From an optimization exercise on the open Yosys and OpenROAD flow, aimed at small area, a short achievable clock period and few clock cycles; shortcuts taken in it are not production practice.
In this exercise RTL edits were held to simulation tests only and were not proved equivalent to the original.

## flow/design.v (module list and top-level ports; edited modules follow where they fit)
// module RFC_CORDIC_exp: 289 lines
// module RFC_CORDIC_div: 133 lines
// module Dual_mode_neuron: 566 lines
// module mul27_cs4: 911 lines
module Dual_mode_neuron (
    input wire clk,
    input wire rstn,
    input wire mode,     
    input wire signed [26 : 0] i_in,    
    output wire signed [26 : 0] v,
    output reg signed [26:0] h_0,
    output reg done
);
  // ...
==> flow/run.sh <==
#!/bin/bash
# synth_recipe.tcl (not shown) runs the flow's synth.tcl, then flattens the netlist and writes it again
# the make line also repeats each setting of config.mk as NAME=value (left out here)
make -C /OpenROAD-flow-scripts/flow DESIGN_CONFIG=/design/flow/config.mk WORK_HOME=/design/flow/orfs CLKGATE_MAP_FILE= SYNTH_SCRIPT=/design/flow/synth_recipe.tcl finish
==> flow/config.mk <==
export PLATFORM = sky130hd
export DESIGN_NAME = Dual_mode_neuron
export DESIGN_NICKNAME = Dual_mode_neuron
export VERILOG_FILES = /design/flow/design.v
export SDC_FILE = /design/flow/constraint.sdc
export NUM_CORES = 8
export LEC_CHECK = 0
export ABC_AREA = 1
export CAP_MARGIN = 30
export CORE_MARGIN = 2
export CORE_UTILIZATION = 40
export PLACE_DENSITY = 0.75
export SETUP_SLACK_MARGIN = 3.5
export SLEW_MARGIN = 30
==> flow/constraint.sdc <==
create_clock -name core_clock -period 11.0 [get_ports {clk}]
set_input_delay 2.2000 -clock core_clock [delete_from_list [all_inputs] [get_ports {clk}]]
set_output_delay 2.2000 -clock core_clock [all_outputs]
set_load 0.01 [all_outputs]
==> results by group, run 1 <==
Floorplan
  • Die W: 533 um

Cells and area
  • Largest class: multi-input combinational cells
  • Multi-input gate share of total cell area: 0.569
  • Most common cell after layout, fill and taps aside: nand2_1
  • Fin area: 124000 sq um
  • Top reg by flops: pr0

STA
  • Worst-Margin Slew: 1.25 ns
  • Max Slew Vio Count: 0
  • Fin crit share: 0.681

Yosys
  • Synth warn: 3
  • Post-synthesis area per instance: 7.29 sq um
  • Top_reg_cell synth: edfxtp_1

Routing
  • DR WL met3: 81.0 mm
  • WL per Instance: 32.1 um
  • Wire length on met1: 231 mm

Min path
  • Hold Startpoint: uexp.tg[0]$_SDFFCE_PN0N_

Run status
  • Status: finished clean

Placed design
  • Final HPWL DP: 478 mm
  • Dpl ws: 1.76 ns

Job
  • Max-cap violations: 0

GRT
  • Routing usage on met1: 0.526

Worst setup path
  • Nature of the critical path endpoint: flip-flop
Testbench counts, summed over its fixed seeds: cycles 489,012.
==> run 2, diff against run 1 <==
--- a/flow/design.v
+++ b/flow/design.v
@@ -5,16 +5,17 @@
     input  wire        op_leak,      
     input  wire [1:0]  op_tag,
     input  wire signed [20:0] x_init,
     input  wire        abort,        
     output wire        ready,
     output wire        cond,         
     output wire        la,           
     output wire        idone,        
+    output reg         idone0,       
     output wire [1:0]  itag,
     output wire [22:0] ires,
     output wire        ishort        
     );
     reg               fb;
     reg signed [17:0] x, y, z;
     reg        [17:0] s;            
     reg        [4:0]  it;
@@ -165,17 +166,17 @@
     reg        [19:0] sgates;       
     reg        [20:0] ssc;          
     wire signed [20:0] ss = {3'b000, ssr};
     reg signed [22:0] eo;
     reg        [3:0]  eic;
     reg               isg;
     reg        [1:0]  itg;
     reg               ish;
-    wire ilast = ib & ~isc & (eic == 4'd0);
+    reg  ilast;                     
     wire ifree = ~ib | ilast;
     reg  hand;                      
     wire lah   = la & ifree;        
     wire fin   = cond & (hand | ifree);
     assign ready = ~fb | fin | lah;    
     assign idone = ilast;
     assign itag  = itg;
     assign ires  = eo;
@@ -260,16 +261,26 @@
     end
     wire iload = (lah | (cond & ~hand & ifree)) & ~abort;
     always @(posedge clk or negedge rst_n) begin
         if (!rst_n)                 ib <= 1'b0;
         else if (abort)             ib <= 1'b0;
         else if (iload)             ib <= 1'b1;
         else if (ilast)             ib <= 1'b0;
     end
+    always @(posedge clk or negedge rst_n) begin
+        if (!rst_n) begin
+            ilast <= 1'b0;
+            idone0 <= 1'b0;
+        end
+        else begin
+            ilast <= ~abort & ~iload & ~ilast & ib & (isc ? (eic == 4'd0) : (eic == 4'd1));
+            idone0 <= ~abort & ~iload & ~ilast & ib & (isc ? (eic == 4'd0) : (eic == 4'd1)) & (itg == 2'd0);
+        end
+    end
     always @(posedge clk) begin
         if (iload) begin
             isc <= 1'b1;
             ssr <= s_h;
             sgates <= hgates;
             ssc <= hsc;
             eic <= ei_load;
             isg <= xs;
@@ -437,30 +448,29 @@
 reg  signed [26:0] ACC;              
 reg         [20:0] TAH;              
 reg                aflag;            
 reg                pflag;            
 reg                vflag;            
 reg                bflag;            
 reg  signed [26:0] ma, mb;
 reg         [2:0]  mtag;             
-reg         [44:0] pr0, pr1, pr2, pr3;
+reg         [44:0] pr0, pr1, pr2;
 reg                psg;
 reg                t1, t2, t4, t5;   
 reg  signed [26:0] MO_X, MO_M, MO_N, MO_H;
 reg                mvM, mvN, mvH;
-wire [44:0] pr0_n, pr1_n, pr2_n, pr3_n;
-mul27_cs4 mul (.a(ma), .b(mb), .r0(pr0_n), .e1r(pr1_n), .e2r(pr2_n), .e3r(pr3_n));
-wire [44:0] psum = pr0 + pr1 + pr2 + pr3;
+wire [44:0] pr0_n, pr1_n, pr2_n;
+mul27_cs3 mul (.a(ma), .b(mb), .r0(pr0_n), .e1r(pr1_n), .e2r(pr2_n));
+wire [44:0] psum = pr0 + pr1 + pr2;
 wire signed [26:0] mres = {psg, psum[44:19]};
 always @(posedge clk) begin
     pr0 <= pr0_n;
     pr1 <= pr1_n;
     pr2 <= pr2_n;
-    pr3 <= pr3_n;
     psg <= (ma != 27'sd0) & (mb != 27'sd0) & (ma[26] ^ mb[26]);
     if (t1) MO_X <= mres;
     if (t2) MO_M <= mres;
     if (t4) MO_N <= mres;
     if (t5) MO_H <= mres;
     if (gN && pcN == YK2) MO_N <= {PN[26], nsum[25:0]};
     if (gH && pcH == HV1) MO_H <= {PH[26], bsum[25:0]};
 end
@@ -496,17 +506,17 @@
 reg  [20:0] SD1x, SD1y, SD2x, SD2y, SD3y;
 reg         sd1xv, sd1yv, sd2xv, sd2yv, sd3yv;
 reg         zfree;               
 reg  [1:0]  dp;                  
 reg  [22:0] R1, R2, R3, R4, RD1, RD2, RD3;
 reg  [3:0]  rxv;                 
 reg  [2:0]  rdv;                 
 reg         e4s;                 
-wire        x_ready, x_cond, x_la, x_idone, x_ishort;
+wire        x_ready, x_cond, x_la, x_idone, x_idone0, x_ishort;
 wire [1:0]  x_itag;
 wire [22:0] x_ires;
 wire        d_ready, d_fdone;
 wire [1:0]  d_ftag;
 wire [22:0] d_fres;
 reg         ad_start;            
 reg  [20:0] ad_x;
 reg         ad_leak;
@@ -521,17 +531,17 @@
 wire        hd_start = mode & dslot_ok & ~rdv[dtag] & d_ready;
 wire        xgo;                 
 RFC_CORDIC_exp uexp (
     .clk(clk), .rst_n(rstn),
     .start(hx_start | (ad_start & xgo)), .op_leak(mode ? 1'b0 : ad_leak),
     .op_tag(mode ? xtag : 2'd0),
     .x_init(mode ? xslot : ad_x), .abort(ad_abort & xgo),
     .ready(x_ready), .cond(x_cond), .la(x_la),
-    .idone(x_idone), .itag(x_itag), .ires(x_ires), .ishort(x_ishort)
+    .idone(x_idone), .idone0(x_idone0), .itag(x_itag), .ires(x_ires), .ishort(x_ishort)
 );
 RFC_CORDIC_div udiv (
     .clk(clk), .rst_n(rstn),
     .start(hd_start), .op_tag(dtag),
     .x_init(dx), .y_init(dy),
     .ready(d_ready), .fdone(d_fdone), .ftag(d_ftag), .fres(d_fres)
 );
 always @(posedge clk or negedge rstn) begin
@@ -556,17 +566,17 @@
     if (d_fdone) begin
         case (d_ftag)
             2'd0: RD1 <= d_fres;
             2'd1: RD2 <= d_fres;
             default: RD3 <= d_fres;
         endcase
     end
 end
-wire        r1_now = x_idone & (x_itag == 2'd0);
+wire        r1_now = x_idone0;
 wire        r1_ok  = rxv[0] | r1_now;
 wire [22:0] r1_val = r1_now ? x_ires : R1;
 wire signed [26:0] e1r  = ext(r1_val);
 wire signed [26:0] e2r  = ext(R2);
 wire signed [26:0] e3r  = ext(R3);
 wire signed [26:0] e4r  = ext(R4);
 wire signed [26:0] d1r = ext(RD1);
 wire signed [26:0] d2r = ext(RD2);
@@ -602,175 +612,263 @@
     HV1 = 4'd6, HV3 = 4'd7, HV5 = 4'd8,                                 
     HQ0 = 4'd9,                                                        
     HV2 = 4'd10;
 reg [4:0] pcX;
 reg [3:0] pcM;
 reg [3:0] pcN;
 reg [2:0] pcZ;
 reg [3:0] pcH;
+reg [5:0] cX, cH, cN;
+reg [4:0] cM;
+reg [2:0] cZ;
+reg       uX, uH, uM, uN, uZ;
+reg [31:0] sX;           
+reg [15:0] sM, sN, sH;
+reg [7:0]  sZ;
 reg       vr;            
 reg       xtb;           
 reg       xfirst;        
 reg       nfirst;        
 reg       tah_v;         
 reg       mvX;
-reg               okX, umX, uaX;  reg signed [26:0] maX, mbX;
-reg               okM, umM, uaM;  reg signed [26:0] maM, mbM, aaM, abM; reg asM;
-reg               okN, umN, uaN;  reg signed [26:0] maN, mbN;
-reg               okZ, umZ;  reg signed [26:0] maZ, mbZ;
-reg               okH, umH, uaH;  reg signed [26:0] maH, mbH, aaH, abH; reg asH;
+reg               uaX;  reg signed [26:0] maX, mbX;
+reg               uaM;  reg signed [26:0] maM, mbM, aaM, abM; reg asM;
+reg               uaN;  reg signed [26:0] maN, mbN;
+  reg signed [26:0] maZ, mbZ;
+reg               uaH;  reg signed [26:0] maH, mbH, aaH, abH; reg asH;
 reg       sp_c1, sp_c2, sp_e0;
 wire signed [26:0] tb_p   = (pcX == AX) ? 27'sd0 : e1r;
 wire signed [26:0] tb_q   = (pcX == AX) ? Vm : AO_X;
 wire signed [26:0] tb_n   = tb_p + tb_q + $signed(27'd26214400);
 wire signed [26:0] a0_vr  = $signed(-27'b0_0111010_0000000000000000000) + $signed(27'd26214400);
 wire        [20:0] x_vr   = {a0_vr[26], a0_vr[23:4]} - $signed(21'd452706);
 wire               vneg   = AO_X[26];
 wire        [20:0] x_newc = {tb_n[26], tb_n[23:4]} - $signed(21'd452706);
 wire               espc   = tb_n >= $signed('d10485760);
 wire               vnegc  = xsum[26];
 wire        [3:0]  ei_newc = x_newc[20] ? ~x_newc[19:16] : x_newc[19:16];
-always @(*) begin
-    okX = 1'b1; umX = 1'b0; uaX = 1'b0;
-    maX = 27'sd0; mbX = 27'sd0; aaX = 27'sd0; abX = 27'sd0; asX = 1'b0;
-    ad_start = 1'b0; ad_x = x_newc; ad_leak = 1'b0; ad_abort = 1'b0;
-    case (pcX)
-    XP0: begin uaX = mode; aaX = Vm; end
-    XT0: begin okX = ~(|sxv) & ~sd1xv & ~sd2xv & (vr | xfirst);
-               umX = 1'b1; maX = $signed(27'd52429); mbX = Vm;
-               uaX = 1'b1; aaX = Vm; abX = $signed(27'd31457280); end
-    XT1: begin okX = mvX | t1; umX = 1'b1; maX = AO_X; mbX = $signed(27'd29127); end
-    XT2: begin okX = mvX | t1; umX = 1'b1; maX = AO_X; mbX = $signed(27'd6554); end
-    XT3: begin okX = mvX | t1; umX = 1'b1; maX = AO_X; mbX = $signed(27'd26215);
-               uaX = 1'b1; aaX = Vm; abX = $signed(27'd26214400); end
-    XT4: begin okX = mvX | t1; umX = 1'b1; maX = AO_X; mbX = $signed(27'd5243);
-               uaX = 1'b1; aaX = Vm; abX = $signed(27'd18350080); end
-    XT5: begin okX = mvX | t1; umX = 1'b1; maX = AO_X; mbX = $signed(27'd52429);
-               uaX = 1'b1; aaX = $signed(-27'd25910313); abX = Vm; asX = 1'b1; end
-    XT6: begin okX = mvX | t1; umX = 1'b1; maX = $signed(27'd157286); mbX = AO_X >>> 7; end
-    XT7: begin okX = mvX & ~bflag; uaX = 1'b1; aaX = Vm; abX = { {6{MO_X[26]}}, MO_X[26], MO_X[19:0]}; end
-    H0: begin umX = 1'b1; maX = $signed(27'd524113); mbX = m_0; end
-    H1: begin umX = 1'b1; maX = $signed(27'd349); mbX = Vm; end
-    H2: begin umX = 1'b1; maX = $signed(27'd524025); mbX = Vm; uaX = 1'b1; aaX = MO_X; abX = $signed(27'd24466); end
-    H3: begin umX = 1'b1; maX = $signed(-27'd53); mbX = m_0; uaX = 1'b1; aaX = MO_X; abX = AO_X; end
-    H4: begin uaX = 1'b1; aaX = MO_X; abX = i_in; end
-    H5: begin uaX = 1'b1; aaX = MO_X >>> 1; abX = AO_X; end
-    H6: begin okX = r1_ok; uaX = 1'b1; aaX = e1r; abX = AO_X;
-              ad_start = 1'b1; ad_x = vnegc ? x_newc : x_vr; end
-    H7: begin umX = 1'b1; maX = $signed(27'd524113); mbX = m_0; end     
-    AX: begin ad_start = 1'b1; ad_x = x_newc; end
-    S1: ;
-    S2: begin ad_abort = ~(sp_c1 & sp_e0);
-              ad_start = ~(sp_c1 & sp_e0); ad_x = x_vr;
-              ad_leak = sp_c1 | sp_c2; end
-    default: ;
-    endcase
-end
-always @(*) begin
-    okM = 1'b1; umM = 1'b0; uaM = 1'b0;
-    maM = 27'sd0; mbM = 27'sd0; aaM = 27'sd0; abM = 27'sd0; asM = 1'b0;
-    case (pcM)
-    YP0: begin umM = 1'b1; maM = m_0; mbM = m_0; end
-    YM0: begin okM = rdv[1] & rxv[3]; uaM = 1'b1; aaM = d2r; abM = beta_m; end
-    YM1: begin okM = ~pflag; umM = 1'b1; maM = AO_M; mbM = m_0; end
-    YM2: begin okM = mvM | t2; uaM = 1'b1; aaM = d2r; abM = PM; asM = 1'b1; end
-    YM3: begin uaM = 1'b1; aaM = AO_M >>> 7; abM = m_0; end
-    YM4: begin umM = 1'b1; maM = AO_M; mbM = AO_M; end
-    YM5: begin okM = mvM; umM = 1'b1; maM = MO_M; mbM = m_0; end
-    YM6: begin okM = mvM | t2; end
-    default: ;
-    endcase
-end
-always @(*) begin
-    okN = 1'b1; umN = 1'b0; uaN = 1'b0;
-    maN = 27'sd0; mbN = 27'sd0; aaN = 27'sd0; abN = 27'sd0; asN = 1'b0;
-    case (pcN)
-    YN0: begin okN = rdv[0] & rxv[2]; uaN = 1'b1; aaN = d1r; abN = beta_n; end
-    YN1: begin umN = 1'b1; maN = AO_N; mbN = n_0; end
-    YN2: begin okN = mvN | t4; uaN = 1'b1; aaN = d1r; abN = PN; asN = 1'b1; end
-    YN3: begin uaN = 1'b1; aaN = AO_N >>> 7; abN = n_0; end
-    YN4: begin umN = 1'b1; maN = nfirst ? n_0 : AO_N; mbN = nfirst ? n_0 : AO_N; end
-    YK0: begin okN = vflag | nfirst; uaN = 1'b1; aaN = $signed(-27'd37822136); abN = Vm; asN = 1'b1; end
-    YK1: begin okN = mvN; umN = 1'b1; maN = MO_N; mbN = MO_N; end
-    YK2: begin okN = mvN | t4; uaN = 1'b1; aaN = PN <<< 5; abN = PN <<< 2; end      
-    YK3: begin okN = mvN; umN = 1'b1; maN = MO_N; mbN = AO_N >>> 7; end
-    YK4: begin okN = (mvN | t4) & bflag & ~aflag;
-               uaN = 1'b1; aaN = ACC; abN = { {4{PN[26]}}, PN[26], PN[21:0]}; end
-    default: ;
-    endcase
-end
-always @(*) begin
-    okZ = 1'b1; umZ = 1'b0;
-    maZ = 27'sd0; mbZ = 27'sd0;
-    case (pcZ)
-    Z0: begin okZ = r1_ok & zfree; umZ = 1'b1; maZ = e1r; mbZ = $signed(27'd70955); end
-    Z1: begin umZ = 1'b1; maZ = ext(R1); mbZ = $signed(27'd317997); end
-    Z2: ;
-    ZA0: begin okZ = rxv[1] & ~tah_v; umZ = 1'b1; maZ = { {3{t2b[23]}} , t2b}; mbZ = $signed(27'd36700); end
-    ZA1: ;
-    default: ;
-    endcase
-end
-always @(*) begin
-    okH = 1'b1; umH = 1'b0; uaH = 1'b0;
-    maH = 27'sd0; mbH = 27'sd0; aaH = 27'sd0; abH = 27'sd0; asH = 1'b0;
-    case (pcH)
-    HQ0: begin okH = pflag; umH = 1'b1; maH = MO_M; mbH = h_0; end
-    HH0: begin okH = rdv[2] & tah_v; uaH = 1'b1; aaH = ah_ext; abH = d3r; end
-    HH1: begin umH = 1'b1; maH = AO_H; mbH = h_0; end
-    HH2: ;
-    HH3: begin okH = mvH | t5; uaH = 1'b1; aaH = ah_ext; abH = PH; asH = 1'b1; end
-    HH4: begin uaH = 1'b1; aaH = AO_H >>> 7; abH = h_0; end
-    HH5: begin okH = pflag; umH = 1'b1; maH = MO_M; mbH = AO_H; end
-    HV1: begin okH = mvH | t5; uaH = 1'b1; aaH = PH <<< 7; abH = PH <<< 3; asH = 1'b1; end    
-    HV2: begin uaH = 1'b1; aaH = $signed(27'd28898755); abH = Vm; asH = 1'b1; end
-    HV3: begin okH = mvH & aflag; umH = 1'b1; maH = MO_H; mbH = AO_H >>> 7;
-               uaH = 1'b1; aaH = ACC; abH = i_in; end
-    HV5: begin okH = (mvH | t5) & ~vr & ~xtb & ~vflag; uaH = 1'b1; aaH = AO_H; abH = PH; end
-    default: ;
-    endcase
-end
+wire [0:0] uaX_XP0 = mode;
+wire [0:0] uaX_XT0 = 1'b1;
+wire [0:0] uaX_XT3 = 1'b1;
+wire [0:0] uaX_XT4 = 1'b1;
+wire [0:0] uaX_XT5 = 1'b1;
+wire [0:0] uaX_XT7 = 1'b1;
+wire [0:0] uaX_H2 = 1'b1;
+wire [0:0] uaX_H3 = 1'b1;
+wire [0:0] uaX_H4 = 1'b1;
+wire [0:0] uaX_H5 = 1'b1;
+wire [0:0] uaX_H6 = 1'b1;
+always @(*) uaX = (sX[XP0] & uaX_XP0) | (sX[XT0] & uaX_XT0) | (sX[XT3] & uaX_XT3) | (sX[XT4] & uaX_XT4) | (sX[XT5] & uaX_XT5) | (sX[XT7] & uaX_XT7) | (sX[H2] & uaX_H2) | (sX[H3] & uaX_H3) | (sX[H4] & uaX_H4) | (sX[H5] & uaX_H5) | (sX[H6] & uaX_H6);
+wire signed [26:0] maX_XT0 = $signed(27'd52429);
+wire signed [26:0] maX_XT1 = AO_X;
+wire signed [26:0] maX_XT2 = AO_X;
+wire signed [26:0] maX_XT3 = AO_X;
+wire signed [26:0] maX_XT4 = AO_X;
+wire signed [26:0] maX_XT5 = AO_X;
+wire signed [26:0] maX_XT6 = $signed(27'd157286);
+wire signed [26:0] maX_H0 = $signed(27'd524113);
+wire signed [26:0] maX_H1 = $signed(27'd349);
+wire signed [26:0] maX_H2 = $signed(27'd524025);
+wire signed [26:0] maX_H3 = $signed(-27'd53);
+wire signed [26:0] maX_H7 = $signed(27'd524113);
+always @(*) maX = ({27{sX[XT0]}} & maX_XT0) | ({27{sX[XT1]}} & maX_XT1) | ({27{sX[XT2]}} & maX_XT2) | ({27{sX[XT3]}} & maX_XT3) | ({27{sX[XT4]}} & maX_XT4) | ({27{sX[XT5]}} & maX_XT5) | ({27{sX[XT6]}} & maX_XT6) | ({27{sX[H0]}} & maX_H0) | ({27{sX[H1]}} & maX_H1) | ({27{sX[H2]}} & maX_H2) | ({27{sX[H3]}} & maX_H3) | ({27{sX[H7]}} & maX_H7);
+wire signed [26:0] mbX_XT0 = Vm;
+wire signed [26:0] mbX_XT1 = $signed(27'd29127);
+wire signed [26:0] mbX_XT2 = $signed(27'd6554);
+wire signed [26:0] mbX_XT3 = $signed(27'd26215);
+wire signed [26:0] mbX_XT4 = $signed(27'd5243);
+wire signed [26:0] mbX_XT5 = $signed(27'd52429);
+wire signed [26:0] mbX_XT6 = AO_X >>> 7;
+wire signed [26:0] mbX_H0 = m_0;
+wire signed [26:0] mbX_H1 = Vm;
+wire signed [26:0] mbX_H2 = Vm;
+wire signed [26:0] mbX_H3 = m_0;
+wire signed [26:0] mbX_H7 = m_0;
+always @(*) mbX = ({27{sX[XT0]}} & mbX_XT0) | ({27{sX[XT1]}} & mbX_XT1) | ({27{sX[XT2]}} & mbX_XT2) | ({27{sX[XT3]}} & mbX_XT3) | ({27{sX[XT4]}} & mbX_XT4) | ({27{sX[XT5]}} & mbX_XT5) | ({27{sX[XT6]}} & mbX_XT6) | ({27{sX[H0]}} & mbX_H0) | ({27{sX[H1]}} & mbX_H1) | ({27{sX[H2]}} & mbX_H2) | ({27{sX[H3]}} & mbX_H3) | ({27{sX[H7]}} & mbX_H7);
+wire signed [26:0] aaX_XP0 = Vm;
+wire signed [26:0] aaX_XT0 = Vm;
+wire signed [26:0] aaX_XT3 = Vm;
+wire signed [26:0] aaX_XT4 = Vm;
+wire signed [26:0] aaX_XT5 = $signed(-27'd25910313);
+wire signed [26:0] aaX_XT7 = Vm;
+wire signed [26:0] aaX_H2 = MO_X;
+wire signed [26:0] aaX_H3 = MO_X;
+wire signed [26:0] aaX_H4 = MO_X;
+wire signed [26:0] aaX_H5 = MO_X >>> 1;
+wire signed [26:0] aaX_H6 = e1r;
+always @(*) aaX = ({27{sX[XP0]}} & aaX_XP0) | ({27{sX[XT0]}} & aaX_XT0) | ({27{sX[XT3]}} & aaX_XT3) | ({27{sX[XT4]}} & aaX_XT4) | ({27{sX[XT5]}} & aaX_XT5) | ({27{sX[XT7]}} & aaX_XT7) | ({27{sX[H2]}} & aaX_H2) | ({27{sX[H3]}} & aaX_H3) | ({27{sX[H4]}} & aaX_H4) | ({27{sX[H5]}} & aaX_H5) | ({27{sX[H6]}} & aaX_H6);
+wire signed [26:0] abX_XT0 = $signed(27'd31457280);
+wire signed [26:0] abX_XT3 = $signed(27'd26214400);
+wire signed [26:0] abX_XT4 = $signed(27'd18350080);
+wire signed [26:0] abX_XT5 = Vm;
+wire signed [26:0] abX_XT7 = { {6{MO_X[26]}}, MO_X[26], MO_X[19:0]};
+wire signed [26:0] abX_H2 = $signed(27'd24466);
+wire signed [26:0] abX_H3 = AO_X;
+wire signed [26:0] abX_H4 = i_in;
+wire signed [26:0] abX_H5 = AO_X;
+wire signed [26:0] abX_H6 = AO_X;
+always @(*) abX = ({27{sX[XT0]}} & abX_XT0) | ({27{sX[XT3]}} & abX_XT3) | ({27{sX[XT4]}} & abX_XT4) | ({27{sX[XT5]}} & abX_XT5) | ({27{sX[XT7]}} & abX_XT7) | ({27{sX[H2]}} & abX_H2) | ({27{sX[H3]}} & abX_H3) | ({27{sX[H4]}} & abX_H4) | ({27{sX[H5]}} & abX_H5) | ({27{sX[H6]}} & abX_H6);
+wire [0:0] asX_XT5 = 1'b1;
+always @(*) asX = (sX[XT5] & asX_XT5);
+wire [0:0] ad_start_H6 = 1'b1;
+wire [0:0] ad_start_AX = 1'b1;
+wire [0:0] ad_start_S2 = ~(sp_c1 & sp_e0);
+always @(*) ad_start = (sX[H6] & ad_start_H6) | (sX[AX] & ad_start_AX) | (sX[S2] & ad_start_S2);
+wire [20:0] ad_x_H6 = vnegc ? x_newc : x_vr;
+wire [20:0] ad_x_AX = x_newc;
+wire [20:0] ad_x_S2 = x_vr;
+wire [20:0] ad_x_dflt = x_newc;
+always @(*) ad_x = ({21{sX[H6]}} & ad_x_H6) | ({21{sX[AX]}} & ad_x_AX) | ({21{sX[S2]}} & ad_x_S2) | ({21{~(sX[H6] | sX[AX] | sX[S2])}} & ad_x_dflt);
+wire [0:0] ad_leak_S2 = sp_c1 | sp_c2;
+always @(*) ad_leak = (sX[S2] & ad_leak_S2);
+wire [0:0] ad_abort_S2 = ~(sp_c1 & sp_e0);
+always @(*) ad_abort = (sX[S2] & ad_abort_S2);
+wire [0:0] uaM_YM0 = 1'b1;
+wire [0:0] uaM_YM2 = 1'b1;
+wire [0:0] uaM_YM3 = 1'b1;
+always @(*) uaM = (sM[YM0] & uaM_YM0) | (sM[YM2] & uaM_YM2) | (sM[YM3] & uaM_YM3);
+wire signed [26:0] maM_YP0 = m_0;
+wire signed [26:0] maM_YM1 = AO_M;
+wire signed [26:0] maM_YM4 = AO_M;
+wire signed [26:0] maM_YM5 = MO_M;
+always @(*) maM = ({27{sM[YP0]}} & maM_YP0) | ({27{sM[YM1]}} & maM_YM1) | ({27{sM[YM4]}} & maM_YM4) | ({27{sM[YM5]}} & maM_YM5);
+wire signed [26:0] mbM_YP0 = m_0;
+wire signed [26:0] mbM_YM1 = m_0;
+wire signed [26:0] mbM_YM4 = AO_M;
+wire signed [26:0] mbM_YM5 = m_0;
+always @(*) mbM = ({27{sM[YP0]}} & mbM_YP0) | ({27{sM[YM1]}} & mbM_YM1) | ({27{sM[YM4]}} & mbM_YM4) | ({27{sM[YM5]}} & mbM_YM5);
+wire signed [26:0] aaM_YM0 = d2r;
+wire signed [26:0] aaM_YM2 = d2r;
+wire signed [26:0] aaM_YM3 = AO_M >>> 7;
+always @(*) aaM = ({27{sM[YM0]}} & aaM_YM0) | ({27{sM[YM2]}} & aaM_YM2) | ({27{sM[YM3]}} & aaM_YM3);
+wire signed [26:0] abM_YM0 = beta_m;
+wire signed [26:0] abM_YM2 = PM;
+wire signed [26:0] abM_YM3 = m_0;
+always @(*) abM = ({27{sM[YM0]}} & abM_YM0) | ({27{sM[YM2]}} & abM_YM2) | ({27{sM[YM3]}} & abM_YM3);
+wire [0:0] asM_YM2 = 1'b1;
+always @(*) asM = (sM[YM2] & asM_YM2);
+wire [0:0] uaN_YN0 = 1'b1;
+wire [0:0] uaN_YN2 = 1'b1;
+wire [0:0] uaN_YN3 = 1'b1;
+wire [0:0] uaN_YK0 = 1'b1;
+wire [0:0] uaN_YK2 = 1'b1;
+wire [0:0] uaN_YK4 = 1'b1;
+always @(*) uaN = (sN[YN0] & uaN_YN0) | (sN[YN2] & uaN_YN2) | (sN[YN3] & uaN_YN3) | (sN[YK0] & uaN_YK0) | (sN[YK2] & uaN_YK2) | (sN[YK4] & uaN_YK4);
+wire signed [26:0] maN_YN1 = AO_N;
+wire signed [26:0] maN_YN4 = nfirst ? n_0 : AO_N;
+wire signed [26:0] maN_YK1 = MO_N;
+wire signed [26:0] maN_YK3 = MO_N;
+always @(*) maN = ({27{sN[YN1]}} & maN_YN1) | ({27{sN[YN4]}} & maN_YN4) | ({27{sN[YK1]}} & maN_YK1) | ({27{sN[YK3]}} & maN_YK3);
+wire signed [26:0] mbN_YN1 = n_0;
+wire signed [26:0] mbN_YN4 = nfirst ? n_0 : AO_N;
+wire signed [26:0] mbN_YK1 = MO_N;
+wire signed [26:0] mbN_YK3 = AO_N >>> 7;
+always @(*) mbN = ({27{sN[YN1]}} & mbN_YN1) | ({27{sN[YN4]}} & mbN_YN4) | ({27{sN[YK1]}} & mbN_YK1) | ({27{sN[YK3]}} & mbN_YK3);
+wire signed [26:0] aaN_YN0 = d1r;
+wire signed [26:0] aaN_YN2 = d1r;
+wire signed [26:0] aaN_YN3 = AO_N >>> 7;
+wire signed [26:0] aaN_YK0 = $signed(-27'd37822136);
+wire signed [26:0] aaN_YK2 = PN <<< 5;
+wire signed [26:0] aaN_YK4 = ACC;
+always @(*) aaN = ({27{sN[YN0]}} & aaN_YN0) | ({27{sN[YN2]}} & aaN_YN2) | ({27{sN[YN3]}} & aaN_YN3) | ({27{sN[YK0]}} & aaN_YK0) | ({27{sN[YK2]}} & aaN_YK2) | ({27{sN[YK4]}} & aaN_YK4);
+wire signed [26:0] abN_YN0 = beta_n;
+wire signed [26:0] abN_YN2 = PN;
+wire signed [26:0] abN_YN3 = n_0;
+wire signed [26:0] abN_YK0 = Vm;
+wire signed [26:0] abN_YK2 = PN <<< 2;
+wire signed [26:0] abN_YK4 = { {4{PN[26]}}, PN[26], PN[21:0]};
+always @(*) abN = ({27{sN[YN0]}} & abN_YN0) | ({27{sN[YN2]}} & abN_YN2) | ({27{sN[YN3]}} & abN_YN3) | ({27{sN[YK0]}} & abN_YK0) | ({27{sN[YK2]}} & abN_YK2) | ({27{sN[YK4]}} & abN_YK4);
+wire [0:0] asN_YN2 = 1'b1;
+wire [0:0] asN_YK0 = 1'b1;
+always @(*) asN = (sN[YN2] & asN_YN2) | (sN[YK0] & asN_YK0);
+wire signed [26:0] maZ_Z0 = e1r;
+wire signed [26:0] maZ_Z1 = ext(R1);
+wire signed [26:0] maZ_ZA0 = { {3{t2b[23]}} , t2b};
+always @(*) maZ = ({27{sZ[Z0]}} & maZ_Z0) | ({27{sZ[Z1]}} & maZ_Z1) | ({27{sZ[ZA0]}} & maZ_ZA0);
+wire signed [26:0] mbZ_Z0 = $signed(27'd70955);
+wire signed [26:0] mbZ_Z1 = $signed(27'd317997);
+wire signed [26:0] mbZ_ZA0 = $signed(27'd36700);
+always @(*) mbZ = ({27{sZ[Z0]}} & mbZ_Z0) | ({27{sZ[Z1]}} & mbZ_Z1) | ({27{sZ[ZA0]}} & mbZ_ZA0);
+wire [0:0] uaH_HH0 = 1'b1;
+wire [0:0] uaH_HH3 = 1'b1;
+wire [0:0] uaH_HH4 = 1'b1;
+wire [0:0] uaH_HV1 = 1'b1;
+wire [0:0] uaH_HV2 = 1'b1;
+wire [0:0] uaH_HV3 = 1'b1;
+wire [0:0] uaH_HV5 = 1'b1;
+always @(*) uaH = (sH[HH0] & uaH_HH0) | (sH[HH3] & uaH_HH3) | (sH[HH4] & uaH_HH4) | (sH[HV1] & uaH_HV1) | (sH[HV2] & uaH_HV2) | (sH[HV3] & uaH_HV3) | (sH[HV5] & uaH_HV5);
+wire signed [26:0] maH_HQ0 = MO_M;
+wire signed [26:0] maH_HH1 = AO_H;
+wire signed [26:0] maH_HH5 = MO_M;
+wire signed [26:0] maH_HV3 = MO_H;
+always @(*) maH = ({27{sH[HQ0]}} & maH_HQ0) | ({27{sH[HH1]}} & maH_HH1) | ({27{sH[HH5]}} & maH_HH5) | ({27{sH[HV3]}} & maH_HV3);
+wire signed [26:0] mbH_HQ0 = h_0;
+wire signed [26:0] mbH_HH1 = h_0;
+wire signed [26:0] mbH_HH5 = AO_H;
+wire signed [26:0] mbH_HV3 = AO_H >>> 7;
+always @(*) mbH = ({27{sH[HQ0]}} & mbH_HQ0) | ({27{sH[HH1]}} & mbH_HH1) | ({27{sH[HH5]}} & mbH_HH5) | ({27{sH[HV3]}} & mbH_HV3);
+wire signed [26:0] aaH_HH0 = ah_ext;
+wire signed [26:0] aaH_HH3 = ah_ext;
+wire signed [26:0] aaH_HH4 = AO_H >>> 7;
+wire signed [26:0] aaH_HV1 = PH <<< 7;
+wire signed [26:0] aaH_HV2 = $signed(27'd28898755);
+wire signed [26:0] aaH_HV3 = ACC;
+wire signed [26:0] aaH_HV5 = AO_H;
+always @(*) aaH = ({27{sH[HH0]}} & aaH_HH0) | ({27{sH[HH3]}} & aaH_HH3) | ({27{sH[HH4]}} & aaH_HH4) | ({27{sH[HV1]}} & aaH_HV1) | ({27{sH[HV2]}} & aaH_HV2) | ({27{sH[HV3]}} & aaH_HV3) | ({27{sH[HV5]}} & aaH_HV5);
+wire signed [26:0] abH_HH0 = d3r;
+wire signed [26:0] abH_HH3 = PH;
+wire signed [26:0] abH_HH4 = h_0;
+wire signed [26:0] abH_HV1 = PH <<< 3;
+wire signed [26:0] abH_HV2 = Vm;
+wire signed [26:0] abH_HV3 = i_in;
+wire signed [26:0] abH_HV5 = PH;
+always @(*) abH = ({27{sH[HH0]}} & abH_HH0) | ({27{sH[HH3]}} & abH_HH3) | ({27{sH[HH4]}} & abH_HH4) | ({27{sH[HV1]}} & abH_HV1) | ({27{sH[HV2]}} & abH_HV2) | ({27{sH[HV3]}} & abH_HV3) | ({27{sH[HV5]}} & abH_HV5);
+wire [0:0] asH_HH3 = 1'b1;
+wire [0:0] asH_HV1 = 1'b1;
+wire [0:0] asH_HV2 = 1'b1;
+always @(*) asH = (sH[HH3] & asH_HH3) | (sH[HV1] & asH_HV1) | (sH[HV2] & asH_HV2);
 wire hh = mode;
-wire rZ = hh & okZ, rH = hh & okH, rX = okX, rM = hh & okM, rN = hh & okN;
-wire sMZ = rZ & umZ;
-wire sMH = rH & umH & ~sMZ;
-wire sMX = rX & umX & ~sMZ & ~(rH & umH);
-wire sMM = rM & umM & ~sMZ & ~(rH & umH) & ~(rX & umX);
-wire sMN = rN & umN & ~sMZ & ~(rH & umH) & ~(rX & umX) & ~(rM & umM);
-wire sAM = rM & uaM;
-wire sAN = rN & uaN;
-wire sAH = rH & uaH;
-wire sAX = rX & uaX;
-wire gZ = rZ & (~umZ | sMZ);
-wire gH = rH & (~umH | sMH) & (~uaH | sAH);
-wire gX = rX & (~umX | sMX) & (~uaX | sAX);
-wire gM = rM & (~umM | sMM) & (~uaM | sAM);
-wire gN = rN & (~umN | sMN) & (~uaN | sAN);
+wire rX = |(cX & {1'b0, r1_ok, mvX & ~bflag, mvX | t1, ~(|sxv) & ~sd1xv & ~sd2xv & (vr | xfirst), 1'b1});
+wire rH = hh & |(cH & {(mvH | t5) & ~vr & ~xtb & ~vflag, mvH & aflag, mvH | t5, rdv[2] & tah_v, pflag, 1'b1});
+wire rM = hh & |(cM & {mvM, mvM | t2, ~pflag, rdv[1] & rxv[3], 1'b1});
+wire rN = hh & |(cN & {(mvN | t4) & bflag & ~aflag, mvN, vflag | nfirst, mvN | t4, rdv[0] & rxv[2], 1'b1});
+wire rZ = hh & |(cZ & {rxv[1] & ~tah_v, r1_ok & zfree, 1'b1});
+wire qZ = rZ & uZ, qH = rH & uH, qX = rX & uX, qM = rM & uM, qN = rN & uN;
+wire sMZ = qZ;
+wire sMH = qH & ~qZ;
+wire sMX = qX & ~qZ & ~qH;
+wire sMM = qM & ~qZ & ~qH & ~qX;
+wire sMN = qN & ~qZ & ~qH & ~qX & ~qM;
+wire gZ = rZ & (~uZ | sMZ);
+wire gH = rH & (~uH | sMH);
+wire gX = rX & (~uX | sMX);
+wire gM = rM & (~uM | sMM);
+wire gN = rN & (~uN | sMN);
 assign xgo = gX;
 always @(*) begin
-    ma = sMZ ? maZ : sMH ? maH : sMX ? maX : sMM ? maM : maN;
-    mb = sMZ ? mbZ : sMH ? mbH : sMX ? mbX : sMM ? mbM : mbN;
+    ma = ({27{sMZ}} & maZ) | ({27{sMH}} & maH) | ({27{sMX}} & maX) | ({27{sMM}} & maM) | ({27{sMN}} & maN);
+    mb = ({27{sMZ}} & mbZ) | ({27{sMH}} & mbH) | ({27{sMX}} & mbX) | ({27{sMM}} & mbM) | ({27{sMN}} & mbN);
     mtag = (sMZ & gZ) ? 3'd3 : (sMH & gH) ? 3'd5 : (sMX & gX) ? 3'd1 : (sMM & gM) ? 3'd2 : (sMN & gN) ? 3'd4 : 3'd0;
     aa = aaM;
     ab = abM;
     asub = asM;
     ba = aaH;
     bb = abH;
     bsub = asH;
 end
 always @(posedge clk or negedge rstn) begin
     if (!rstn) begin
         mvX <= 1'b0; mvM <= 1'b0; mvN <= 1'b0; mvH <= 1'b0;
     end
     else begin
-        if (gH & umH) mvH <= 1'b0; else if (t5 | (gH && pcH == HV1)) mvH <= 1'b1;
-        if (gX & umX) mvX <= 1'b0; else if (t1) mvX <= 1'b1;
-        if (gM & umM) mvM <= 1'b0; else if (t2) mvM <= 1'b1;
-        if (gN & umN) mvN <= 1'b0; else if (t4 | (gN && pcN == YK2)) mvN <= 1'b1;
+        if (gH & uH) mvH <= 1'b0; else if (t5 | (gH && pcH == HV1)) mvH <= 1'b1;
+        if (gX & uX) mvX <= 1'b0; else if (t1) mvX <= 1'b1;
+        if (gM & uM) mvM <= 1'b0; else if (t2) mvM <= 1'b1;
+        if (gN & uN) mvN <= 1'b0; else if (t4 | (gN && pcN == YK2)) mvN <= 1'b1;
     end
 end
 always @(posedge clk) begin
     if (gX & uaX) AO_X <= xsum;
     if (gM & uaM) AO_M <= asum;
     if (gN & uaN & (pcN != YK2)) AO_N <= nsum;
     if (gH & uaH) AO_H <= bsum;
 end
@@ -831,64 +929,186 @@
             4'd11: succ4 = 4'd12;
             4'd12: succ4 = 4'd13;
             4'd13: succ4 = 4'd14;
             4'd14: succ4 = 4'd15;
             default: succ4 = 4'd0;
         endcase
     end
 endfunction
+reg [4:0] pcX_n;
+reg [3:0] pcM_n, pcN_n, pcH_n;
+reg [2:0] pcZ_n;
+always @(*) begin
+    pcX_n = pcX;
+    if (gX) begin
+        case (pcX)
+            XP0:  pcX_n = mode ? XT0 : AX;
+            XT7:  pcX_n = XT0;
+            H6:   pcX_n = (vnegc & espc) ? S1 : H7;
+            H7:   pcX_n = H1;
+            AX:   pcX_n = espc ? S1 : H0;
+            S2:   pcX_n = H0;
+            default: pcX_n = succX(pcX);
+        endcase
+    end
+    pcM_n = pcM;
+    if (gM) begin
+        case (pcM)
+            YP0:  pcM_n = YM5;
+            YM6:  pcM_n = YM0;
+            default: pcM_n = succ4(pcM);
+        endcase
+    end
+    pcN_n = pcN;
+    if (gN) begin
+        case (pcN)
+            YK4:  pcN_n = YN0;
+            default: pcN_n = succ4(pcN);
+        endcase
+    end
+    pcZ_n = pcZ;
+    if (gZ) pcZ_n = (pcZ == Z0) ? Z1 : (pcZ == Z1) ? Z2 : (pcZ == Z2) ? ZA0 : (pcZ == ZA0) ? ZA1 : Z0;
+    pcH_n = pcH;
+    if (gH) begin
+        case (pcH)
+            HQ0:  pcH_n = HV1;
+            HH1:  pcH_n = HH3;
+            HH5:  pcH_n = HV1;
+            HV1:  pcH_n = HV2;
+            HV2:  pcH_n = HV3;
+            HV3:  pcH_n = HV5;
+            HV5:  pcH_n = HH0;
+            default: pcH_n = succ4(pcH);
+        endcase
+    end
+end
+function [5:0] clsX;     
+    input [4:0] p;
+    case (p)
+        XT0:     clsX = 6'b000010;
+        XT1, XT2, XT3, XT4, XT5, XT6: clsX = 6'b000100;
+        XT7:     clsX = 6'b001000;
+        H6:      clsX = 6'b010000;
+        default: clsX = 6'b000001;
+    endcase
+endfunction
+function umXf;
+    input [4:0] p;
+    case (p)
+        XT0, XT1, XT2, XT3, XT4, XT5, XT6, H0, H1, H2, H3, H7: umXf = 1'b1;
+        default: umXf = 1'b0;
+    endcase
+endfunction
+function [5:0] clsH;     
+    input [3:0] p;
+    case (p)
+        HQ0, HH5: clsH = 6'b000010;
+        HH0:      clsH = 6'b000100;
+        HH3, HV1: clsH = 6'b001000;
+        HV3:      clsH = 6'b010000;
+        HV5:      clsH = 6'b100000;
+        default:  clsH = 6'b000001;
+    endcase
+endfunction
+function umHf;
+    input [3:0] p;
+    case (p)
+        HQ0, HH1, HH5, HV3: umHf = 1'b1;
+        default: umHf = 1'b0;
+    endcase
+endfunction
+function [4:0] clsM;     
+    input [3:0] p;
+    case (p)
+        YM0:      clsM = 5'b00010;
+        YM1:      clsM = 5'b00100;
+        YM2, YM6: clsM = 5'b01000;
+        YM5:      clsM = 5'b10000;
+        default:  clsM = 5'b00001;
+    endcase
+endfunction
+function umMf;
+    input [3:0] p;
+    case (p)
+        YP0, YM1, YM4, YM5: umMf = 1'b1;
+        default: umMf = 1'b0;
+    endcase
+endfunction
+function [5:0] clsN;     
+    input [3:0] p;
+    case (p)
+        YN0:      clsN = 6'b000010;
+        YN2, YK2: clsN = 6'b000100;
+        YK0:      clsN = 6'b001000;
+        YK1, YK3: clsN = 6'b010000;
+        YK4:      clsN = 6'b100000;
+        default:  clsN = 6'b000001;
+    endcase
+endfunction
+function umNf;
+    input [3:0] p;
+    case (p)
+        YN1, YN4, YK1, YK3: umNf = 1'b1;
+        default: umNf = 1'b0;
+    endcase
+endfunction
+function [2:0] clsZ;     
+    input [2:0] p;
+    case (p)
+        Z0:      clsZ = 3'b010;
+        ZA0:     clsZ = 3'b100;
+        default: clsZ = 3'b001;
+    endcase
+endfunction
+function umZf;
+    input [2:0] p;
+    case (p)
+        Z0, Z1, ZA0: umZf = 1'b1;
+        default: umZf = 1'b0;
+    endcase
+endfunction
 always @(posedge clk or negedge rstn) begin
     if (!rstn) begin
         pcX <= XP0;
         pcM <= YP0;
         pcN <= YN4;
         pcZ <= Z0;
         pcH <= HQ0;
         xfirst <= 1'b1;
         nfirst <= 1'b1;
+        cX <= clsX(XP0); uX <= umXf(XP0);
+        cM <= clsM(YP0); uM <= umMf(YP0);
+        cN <= clsN(YN4); uN <= umNf(YN4);
+        cZ <= clsZ(Z0);  uZ <= umZf(Z0);
+        cH <= clsH(HQ0); uH <= umHf(HQ0);
+        sX <= 32'd1 << XP0;
+        sM <= 16'd1 << YP0;
+        sN <= 16'd1 << YN4;
+        sZ <= 8'd1 << Z0;
+        sH <= 16'd1 << HQ0;
     end
     else begin
-        if (gX) begin
-            case (pcX)
-                XP0:  pcX <= mode ? XT0 : AX;
-                XT7:  begin pcX <= XT0; xfirst <= 1'b0; end
-                H6:   pcX <= (vnegc & espc) ? S1 : H7;
-                H7:   pcX <= H1;
-                AX:   pcX <= espc ? S1 : H0;
-                S2:   pcX <= H0;
-                default: pcX <= succX(pcX);
-            endcase
-        end
-        if (gM) begin
-            case (pcM)
-                YP0:  pcM <= YM5;
-                YM6:  pcM <= YM0;
-                default: pcM <= succ4(pcM);
-            endcase
-        end
-        if (gN) begin
-            case (pcN)
-                YK4:  begin pcN <= YN0; nfirst <= 1'b0; end
-                default: pcN <= succ4(pcN);
-            endcase
-        end
-        if (gZ) pcZ <= (pcZ == Z0) ? Z1 : (pcZ == Z1) ? Z2 : (pcZ == Z2) ? ZA0 : (pcZ == ZA0) ? ZA1 : Z0;
-        if (gH) begin
-            case (pcH)
-                HQ0:  pcH <= HV1;
-                HH1:  pcH <= HH3;
-                HH5:  pcH <= HV1;
-                HV1:  pcH <= HV2;
-                HV2:  pcH <= HV3;
-                HV3:  pcH <= HV5;
-                HV5:  pcH <= HH0;
-                default: pcH <= succ4(pcH);
-            endcase
-        end
+        pcX <= pcX_n;
+        pcM <= pcM_n;
+        pcN <= pcN_n;
+        pcZ <= pcZ_n;
+        pcH <= pcH_n;
+        if (gX && pcX == XT7) xfirst <= 1'b0;
+        if (gN && pcN == YK4) nfirst <= 1'b0;
+        cX <= clsX(pcX_n); uX <= umXf(pcX_n);
+        cM <= clsM(pcM_n); uM <= umMf(pcM_n);
+        cN <= clsN(pcN_n); uN <= umNf(pcN_n);
+        cZ <= clsZ(pcZ_n); uZ <= umZf(pcZ_n);
+        cH <= clsH(pcH_n); uH <= umHf(pcH_n);
+        sX <= 32'd1 << pcX_n;
+        sM <= 16'd1 << pcM_n;
+        sN <= 16'd1 << pcN_n;
+        sZ <= 8'd1 << pcZ_n;
+        sH <= 16'd1 << pcH_n;
     end
 end
 always @(posedge clk) begin
     if (gX) case (pcX)
         XT1: SX1 <= ou_x1;
         XT2: SX4 <= ou_x4;
         XT3: SX3 <= ou_x23;
         XT4: SX2 <= ou_x23;
@@ -981,17 +1201,17 @@
         if (gH && pcH == HH5) begin h_0 <= AO_H; done <= 1'b1; end
         if (gH && pcH == HV5) Vm <= bsum;
         if (gM && pcM == YM4) m_0 <= AO_M;
         if (gN && pcN == YN4 && !nfirst) n_0 <= AO_N;
     end
 end
 assign v = Vm;
 endmodule
-module mul27_cs4(input wire [26:0] a, input wire [26:0] b, output wire [44:0] r0, output wire [44:0] e1r, output wire [44:0] e2r, output wire [44:0] e3r);
+module mul27_cs3(input wire [26:0] a, input wire [26:0] b, output wire [44:0] r0, output wire [44:0] e1r, output wire [44:0] e2r);
     wire [27:0] ax = {a[26], a};
     wire [28:0] bx = {b[26], b, 1'b0};    
     wire one0 = bx[1] ^ bx[0];
     wire two0 = (bx[2] ^ bx[1]) & ~(bx[1] ^ bx[0]);
     wire neg0 = bx[2];
     wire pp0_0 = (one0 & ax[0]) ^ neg0;
     wire pp0_1 = ((one0 & ax[1]) | (two0 & ax[0])) ^ neg0;
     wire pp0_2 = ((one0 & ax[2]) | (two0 & ax[1])) ^ neg0;
@@ -1887,13 +2107,94 @@
     wire fs487 = pp11_21 ^ pp12_19 ^ pp13_17;
     wire fc488 = (pp11_21 & pp12_19) | (pp11_21 & pp13_17) | (pp12_19 & pp13_17);
     wire fs489 = fs339 ^ fc336 ^ hc338;
     wire fc490 = (fs339 & fc336) | (fs339 & hc338) | (fc336 & hc338);
     wire fs491 = pp11_22 ^ pp12_20 ^ pp13_18;
     wire fc492 = (pp11_22 & pp12_20) | (pp11_22 & pp13_18) | (pp12_20 & pp13_18);
     wire fs493 = 1'b1 ^ hs341 ^ fc340;
     wire fc494 = (1'b1 & hs341) | (1'b1 & fc340) | (hs341 & fc340);
-    assign r0 = {fs491, fs487, fs483, fs479, fs475, fs471, fs467, fs463, fs459, fs455, fs451, fs447, fs443, fs439, fs435, fs431, fs427, fs423, fs419, fs415, fs411, fs407, fs403, fs399, fs395, fs391, fs387, fs383, fs379, fs375, fs371, fs367, fs363, fs359, fs355, fs351, neg4, pp2_3, pp2_2, pp0_5, pp0_4, pp0_3, pp0_2, pp0_1, pp0_0};
-    assign e1r = {fs493, fs489, fs485, fs481, fs477, fs473, fs469, fs465, fs461, fs457, fs453, fs449, fs445, fs441, fs437, fs433, fs429, fs425, fs421, fs417, fs413, fs409, fs405, fs401, fs397, fs393, fs389, fs385, fs381, fs377, fs373, fs369, fs365, fs361, fs357, hs353, fs347, pp3_1, pp3_0, pp1_3, pp1_2, pp1_1, pp1_0, 1'b0, neg0};
-    assign e2r = {fc488, fc484, fc480, fc476, fc472, fc468, fc464, fc460, fc456, fc452, fc448, fc444, fc440, fc436, fc432, fc428, fc424, fc420, fc416, fc412, fc408, fc404, fc400, fc396, fc392, fc388, fc384, fc380, fc376, fc372, fc368, fc364, fc360, fc356, fc352, fc348, hs349, hs345, neg3, pp2_1, pp2_0, 1'b0, neg1, 1'b0, 1'b0};
-    assign e3r = {fc490, fc486, fc482, fc478, fc474, fc470, fc466, fc462, fc458, fc454, fc450, fc446, fc442, fc438, fc434, fc430, fc426, fc422, fc418, fc414, fc410, fc406, fc402, fc398, fc394, fc390, fc386, fc382, fc378, fc374, fc370, fc366, fc362, fc358, hc354, hc350, hc346, hc344, hs343, 1'b0, neg2, 1'b0, 1'b0, 1'b0, 1'b0};
+    wire hs495 = pp0_4 ^ pp1_2;
+    wire hc496 = pp0_4 & pp1_2;
+    wire hs497 = pp0_5 ^ pp1_3;
+    wire hc498 = pp0_5 & pp1_3;
+    wire fs499 = pp2_2 ^ pp3_0 ^ neg3;
+    wire fc500 = (pp2_2 & pp3_0) | (pp2_2 & neg3) | (pp3_0 & neg3);
+    wire fs501 = pp2_3 ^ pp3_1 ^ hs345;
+    wire fc502 = (pp2_3 & pp3_1) | (pp2_3 & hs345) | (pp3_1 & hs345);
+    wire fs503 = neg4 ^ fs347 ^ hs349;
+    wire fc504 = (neg4 & fs347) | (neg4 & hs349) | (fs347 & hs349);
+    wire fs505 = fs351 ^ hs353 ^ fc348;
+    wire fc506 = (fs351 & hs353) | (fs351 & fc348) | (hs353 & fc348);
+    wire fs507 = fs355 ^ fs357 ^ fc352;
+    wire fc508 = (fs355 & fs357) | (fs355 & fc352) | (fs357 & fc352);
+    wire fs509 = fs359 ^ fs361 ^ fc356;
+    wire fc510 = (fs359 & fs361) | (fs359 & fc356) | (fs361 & fc356);
+    wire fs511 = fs363 ^ fs365 ^ fc360;
+    wire fc512 = (fs363 & fs365) | (fs363 & fc360) | (fs365 & fc360);
+    wire fs513 = fs367 ^ fs369 ^ fc364;
+    wire fc514 = (fs367 & fs369) | (fs367 & fc364) | (fs369 & fc364);
+    wire fs515 = fs371 ^ fs373 ^ fc368;
+    wire fc516 = (fs371 & fs373) | (fs371 & fc368) | (fs373 & fc368);
+    wire fs517 = fs375 ^ fs377 ^ fc372;
+    wire fc518 = (fs375 & fs377) | (fs375 & fc372) | (fs377 & fc372);
+    wire fs519 = fs379 ^ fs381 ^ fc376;
+    wire fc520 = (fs379 & fs381) | (fs379 & fc376) | (fs381 & fc376);
+    wire fs521 = fs383 ^ fs385 ^ fc380;
+    wire fc522 = (fs383 & fs385) | (fs383 & fc380) | (fs385 & fc380);
+    wire fs523 = fs387 ^ fs389 ^ fc384;
+    wire fc524 = (fs387 & fs389) | (fs387 & fc384) | (fs389 & fc384);
+    wire fs525 = fs391 ^ fs393 ^ fc388;
+    wire fc526 = (fs391 & fs393) | (fs391 & fc388) | (fs393 & fc388);
+    wire fs527 = fs395 ^ fs397 ^ fc392;
+    wire fc528 = (fs395 & fs397) | (fs395 & fc392) | (fs397 & fc392);
+    wire fs529 = fs399 ^ fs401 ^ fc396;
+    wire fc530 = (fs399 & fs401) | (fs399 & fc396) | (fs401 & fc396);
+    wire fs531 = fs403 ^ fs405 ^ fc400;
+    wire fc532 = (fs403 & fs405) | (fs403 & fc400) | (fs405 & fc400);
+    wire fs533 = fs407 ^ fs409 ^ fc404;
+    wire fc534 = (fs407 & fs409) | (fs407 & fc404) | (fs409 & fc404);
+    wire fs535 = fs411 ^ fs413 ^ fc408;
+    wire fc536 = (fs411 & fs413) | (fs411 & fc408) | (fs413 & fc408);
+    wire fs537 = fs415 ^ fs417 ^ fc412;
+    wire fc538 = (fs415 & fs417) | (fs415 & fc412) | (fs417 & fc412);
+    wire fs539 = fs419 ^ fs421 ^ fc416;
+    wire fc540 = (fs419 & fs421) | (fs419 & fc416) | (fs421 & fc416);
+    wire fs541 = fs423 ^ fs425 ^ fc420;
+    wire fc542 = (fs423 & fs425) | (fs423 & fc420) | (fs425 & fc420);
+    wire fs543 = fs427 ^ fs429 ^ fc424;
+    wire fc544 = (fs427 & fs429) | (fs427 & fc424) | (fs429 & fc424);
+    wire fs545 = fs431 ^ fs433 ^ fc428;
+    wire fc546 = (fs431 & fs433) | (fs431 & fc428) | (fs433 & fc428);
+    wire fs547 = fs435 ^ fs437 ^ fc432;
+    wire fc548 = (fs435 & fs437) | (fs435 & fc432) | (fs437 & fc432);
+    wire fs549 = fs439 ^ fs441 ^ fc436;
+    wire fc550 = (fs439 & fs441) | (fs439 & fc436) | (fs441 & fc436);
+    wire fs551 = fs443 ^ fs445 ^ fc440;
+    wire fc552 = (fs443 & fs445) | (fs443 & fc440) | (fs445 & fc440);
+    wire fs553 = fs447 ^ fs449 ^ fc444;
+    wire fc554 = (fs447 & fs449) | (fs447 & fc444) | (fs449 & fc444);
+    wire fs555 = fs451 ^ fs453 ^ fc448;
+    wire fc556 = (fs451 & fs453) | (fs451 & fc448) | (fs453 & fc448);
+    wire fs557 = fs455 ^ fs457 ^ fc452;
+    wire fc558 = (fs455 & fs457) | (fs455 & fc452) | (fs457 & fc452);
+    wire fs559 = fs459 ^ fs461 ^ fc456;
+    wire fc560 = (fs459 & fs461) | (fs459 & fc456) | (fs461 & fc456);
+    wire fs561 = fs463 ^ fs465 ^ fc460;
+    wire fc562 = (fs463 & fs465) | (fs463 & fc460) | (fs465 & fc460);
+    wire fs563 = fs467 ^ fs469 ^ fc464;
+    wire fc564 = (fs467 & fs469) | (fs467 & fc464) | (fs469 & fc464);
+    wire fs565 = fs471 ^ fs473 ^ fc468;
+    wire fc566 = (fs471 & fs473) | (fs471 & fc468) | (fs473 & fc468);
+    wire fs567 = fs475 ^ fs477 ^ fc472;
+    wire fc568 = (fs475 & fs477) | (fs475 & fc472) | (fs477 & fc472);
+    wire fs569 = fs479 ^ fs481 ^ fc476;
+    wire fc570 = (fs479 & fs481) | (fs479 & fc476) | (fs481 & fc476);
+    wire fs571 = fs483 ^ fs485 ^ fc480;
+    wire fc572 = (fs483 & fs485) | (fs483 & fc480) | (fs485 & fc480);
+    wire fs573 = fs487 ^ fs489 ^ fc484;
+    wire fc574 = (fs487 & fs489) | (fs487 & fc484) | (fs489 & fc484);
+    wire fs575 = fs491 ^ fs493 ^ fc488;
+    wire fc576 = (fs491 & fs493) | (fs491 & fc488) | (fs493 & fc488);
+    assign r0 = {fc490, fc486, fc482, fc478, fc474, fc470, fc466, fc462, fc458, fc454, fc450, fc446, fc442, fc438, fc434, fc430, fc426, fc422, fc418, fc414, fc410, fc406, fc402, fc398, fc394, fc390, fc386, fc382, fc378, fc374, fc370, fc366, fc362, fc358, hc354, hc350, hc346, hc344, hs343, pp2_1, pp2_0, pp0_3, pp0_2, pp0_1, pp0_0};
+    assign e1r = {fs575, fs573, fs571, fs569, fs567, fs565, fs563, fs561, fs559, fs557, fs555, fs553, fs551, fs549, fs547, fs545, fs543, fs541, fs539, fs537, fs535, fs533, fs531, fs529, fs527, fs525, fs523, fs521, fs519, fs517, fs515, fs513, fs511, fs509, fs507, fs505, fs503, fs501, fs499, hs497, neg2, pp1_1, pp1_0, 1'b0, neg0};
+    assign e2r = {fc574, fc572, fc570, fc568, fc566, fc564, fc562, fc560, fc558, fc556, fc554, fc552, fc550, fc548, fc546, fc544, fc542, fc540, fc538, fc536, fc534, fc532, fc530, fc528, fc526, fc524, fc522, fc520, fc518, fc516, fc514, fc512, fc510, fc508, fc506, fc504, fc502, fc500, hc498, hc496, hs495, 1'b0, neg1, 1'b0, 1'b0};
 endmodule
==> flow/config.mk (replaced) <==
export PLATFORM = sky130hd
export DESIGN_NAME = Dual_mode_neuron
export DESIGN_NICKNAME = Dual_mode_neuron
export VERILOG_FILES = /design/flow/design.v
export SDC_FILE = /design/flow/constraint.sdc
export NUM_CORES = 8
export LEC_CHECK = 0
export CAP_MARGIN = 30
export CORE_MARGIN = 2
export CORE_UTILIZATION = 40
export PLACE_DENSITY = 0.75
export SETUP_SLACK_MARGIN = 3.5
export SLEW_MARGIN = 30
==> results by group, run 2 <==
Yosys
  • Netlist Area Pre-Place: 107000 sq um
  • Largest area contributor in the netlist: edfxtp_1
  • Synth top area share: 0.187
  • Sequential area share after synthesis: 0.307
  • Post-Synthesis Cells: 12200
  • Top cells by count, synth: nand2_1, nor2_1, a21oi_1
  • Top_reg_cell synth: edfxtp_1
  • Number of flops mapped to enable cells by yosys: 668
  • Syn nets: 13300
  • Top-count cell post-synth: nand2_1
  • Post-synth cell types: 116
  • Post-synthesis area per instance: 8.79 sq um (+21%)
  • Synth warn: 3 (unchanged)
  • Synthesis-stage register bit count: 1247
  • Async set or reset register ratio after synthesis: 0.199
  • Ranking of synthesized cells by area: edfxtp_1, fa_1, ha_1

Floorplan
  • Starting density of the core: 0.402
  • Cell Rows: 190
  • Core ar.: 268000 sq um
  • Die H: 522 um
  • Die W: 522 um (-1.9%)
  • IO Pins: 85
  • Die area: 273000 sq um

Worst setup path
  • Nature of the critical path endpoint: flip-flop
  • Crit-path cells: buf_4 > buf_4 > a222oi_1 > nor2_1 > nor3_1 > o22ai_1 > a21oi_2 > buf_4 > nand2b_1 > buf_4 > nor2_1 > a21oi_1 > fa_1 > inv_1 > fa_1 > inv_1 > fa_1 > fa_1 > fa_1
  • CP Class: flip-flop to flip-flop
  • Crit-path slowest cell: a222oi_1
  • Cell mode on critical path: fa_1
  • Register-to-register setup slack: 3.34 ns
  • R2r worst-path depth: 19
  • CP delay by family, top: adder cells
  • Critical R2R Launch: sH[7]$_DFF_PN0_
  • Worst path required time: 11.69 ns
  • Max incr delay on CP: 0.94 ns
  • Reg-to-reg endpoint: pr1[27]$_DFF_P_
  • Crit path DAT: 8.36 ns
  • Startpoint types: flip-flop
  • CP bufs+invs: 6
  • Crit Path Max Fanout: 51

GRT
  • Total GRT Usage: 0.361
  • Grt ovf: 0
  • Number of global-route vias before repair: 95200
  • Initial antenna violation count: 68
  • Largest net degree at the start of global routing: 88
  • First-pass GRT wire length: 714 mm

STA
  • Worst-Margin Slew: 1.20 ns (-0.0483 ns)
  • Max Slew Vio Count: 0 (unchanged)
  • RSZ-0062 raised after global routing: true
  • Clock Skew: 0.0888 ns
  • Min Tclk post-route: 7.66 ns
  • Slew Limit Headroom: 0.197
  • Max frequency: 130 MHz
  • Final Hold Viols: 0
  • Setup TNS: 0 ns
  • Final setup fails: 0
  • Fin crit share: 0.697 (+0.0155)

Placed design
  • IO Port Bufs: 84
  • Placed Cells: 15400
  • Final HPWL DP: 376 mm (-21%)
  • Gp weighted congestion: 1.13

Cells and area
  • Number of fill cells: 25600
  • Top reg by flops: pr0
  • Layout Nets: 13200
  • Layout cells sized above 1: 0.118
  • Biggest regs: pr0 (45), pr1 (44), pr2 (42)
  • Layout area overhead: 12.9%
  • Post-Layout Cell Count: 15900
  • Max reg flops: 45
  • Commonest non-fill, non-tap cells in the layout: nand2_1, nor2_1, a21oi_1, o21ai_0, inv_1
  • Most common cell after layout, fill and taps aside: nand2_1

Routing
  • DRT antenna net count: 0
  • WL per Instance: 32.2 um (+0.13%)
  • First DRT Iteration DRCs: 19600
  • # DRC: 0
  • Drt via density: 6.63
  • Wirelength, routed: 511 mm
  • Vias: 105000
  • Number of detailed-route iterations in the first pass: 19

Clock tree
  • Clk buf depth: 4
  • Post-CTS Hold Fix Bufs: 0
  • Clock root buffer master: clkbuf_16
  • Clock latency (worst-skew pair): 0.90 ns
  • H-tree depth: 4
  • Clk slew on worst S/H paths: 0.06 ns
  • Number of clock sinks: 1247
  • CTS Buf Count: 159
  • CTS tree: built

Run status
  • Status: finished clean

Min path
  • Hold endpoint: uexp.isg$_DFFE_PP_
  • Hold Startpoint: uexp.xs$_DFFE_PN_
  • HP Class: flip-flop to flip-flop
  • Hold path depth: 0

Job
  • Max-cap violations: 0 (unchanged)
run 2: logic make-up after synthesis:
family / synth area share
AOI/OAI and AO/OA: 0.218
xor gates and xnor gates: 0.0688
adders and majority gates: 0.159
buffers and inverters: 0.0590
DFF: 0.307
muxes: 0.0329
and+or+nand+nor: 0.156
run 2: what timing repair did:
| action | in CTS | in global routing |
|---|---|---|
| buffers inserted | 55 | 126 |
| gates resized for setup | 117 | 173 |
| gates cloned | 6 | 2 |
| setup endpoints to repair | 159 | 139 |
| pin swaps | 11 | 35 |
run 2: final cells by class:
cell class,count,area (sq um),share of cell area
Antenna cell,54,135,0.00111
Clock buffer,192,4360,0.0359
Sequential cell,1247,33000,0.272
Multi-Input combinational cell,9324,70100,0.578
Inverter,784,3040,0.0250
Tap cell,3552,4440,0.0366
Timing Repair Buffer,639,5360,0.0441
Clock inverter,87,960,0.00791
run 2: layer usage:
| layer | global-route usage | share of wire | routed length, um |
|---|---|---|---|
| met5 | 0.00948 | 0.0016 | 794 |
| met2 | 0.502 | 0.40 | 202000 |
| met1 | 0.459 | 0.37 | 187000 |
| met4 | 0.236 | 0.085 | 43400 |
| met3 | 0.142 | 0.15 | 77500 |
run 2: worst max path at each step:
stage | slack (ns) | depth (start not counted) | end | start
after CTS | 3.33 | 27 | uexp.eo[21]$_SDFFCE_PP0P_ | uexp.isg$_DFFE_PP_
after global routing | 3.30 | 27 | ACC[26]$_DFFE_PP_ | pr0[10]$_DFF_P_
after detailed placement | 1.54 | 20 | pr1[27]$_DFF_P_ | mode
after floorplan | 3.49 | 24 | pr1[27]$_DFF_P_ | mode
final | 3.34 | 19 | pr1[27]$_DFF_P_ | sH[7]$_DFF_PN0_
after global placement | 1.35 | 19 | pr1[27]$_DFF_P_ | mode
run 2: per-stage QoR:
stage | util | setup WS, ns | cell area, sq um | hold WS (ns)
after global placement | 0.422 | 1.35 | 113000 | 0.412
after CTS | 0.446 | 3.33 | 119000 | 0.427
after floorplan | - | 3.49 | 108000 | 0.400
after detailed placement | 0.422 | 1.54 | 113000 | 0.412
after global routing | 0.453 | 3.30 | 121000 | 0.446
final | 0.454 | 3.34 | 121000 | 0.429
run 2: worst register-to-register path, delay by kind of cell, from the launching register on:
kind                       cells  cell delay [ns]
adders and majority gates      5             2.57
AOI/OAI and AO/OA              4             1.62
and+or+nand+nor                4             1.09
buffers and inverters          6             1.57
DFF                            1             0.65
Testbench counts of run 2, summed over its fixed seeds: cycles 489,012.

==> static timing again, ports no longer ideal <==
The flow's constraints put no driver on any port. The routed layouts listed below were extracted and timed again, unchanged, in two steps. Step 1 (the two cells are an assumption about what drives the block):
set clk [get_ports {clk}]
set_driving_cell -lib_cell sky130_fd_sc_hd__clkbuf_16 $clk
set_driving_cell -lib_cell sky130_fd_sc_hd__buf_2 [delete_from_list [all_inputs] $clk]
Step 2 moves the port delays by t, midway between the first and last clock arrival at a register: inputs arrive t later, outputs are due t later. That takes back most of the time a late clock gives input paths. a / b / c = ideal ports / drivers / drivers and shift; a / b = the first two.
run	t (ns)	setup slack, ns	worst hold slack (ns)	cell pins on the clock port's net
run 1	0.996	3.508 / 3.508 / 2.649	0.422 / 0.422 / 0.422	1
run 2	0.960	3.337 / 3.337 / 2.590	0.429 / 0.429 / 0.429	1
After both steps setup and hold are still met in every run listed. For run 1, which loses most, drivers alone change the setup slack by 0.000 ns; drivers and shift together by -0.859 ns.
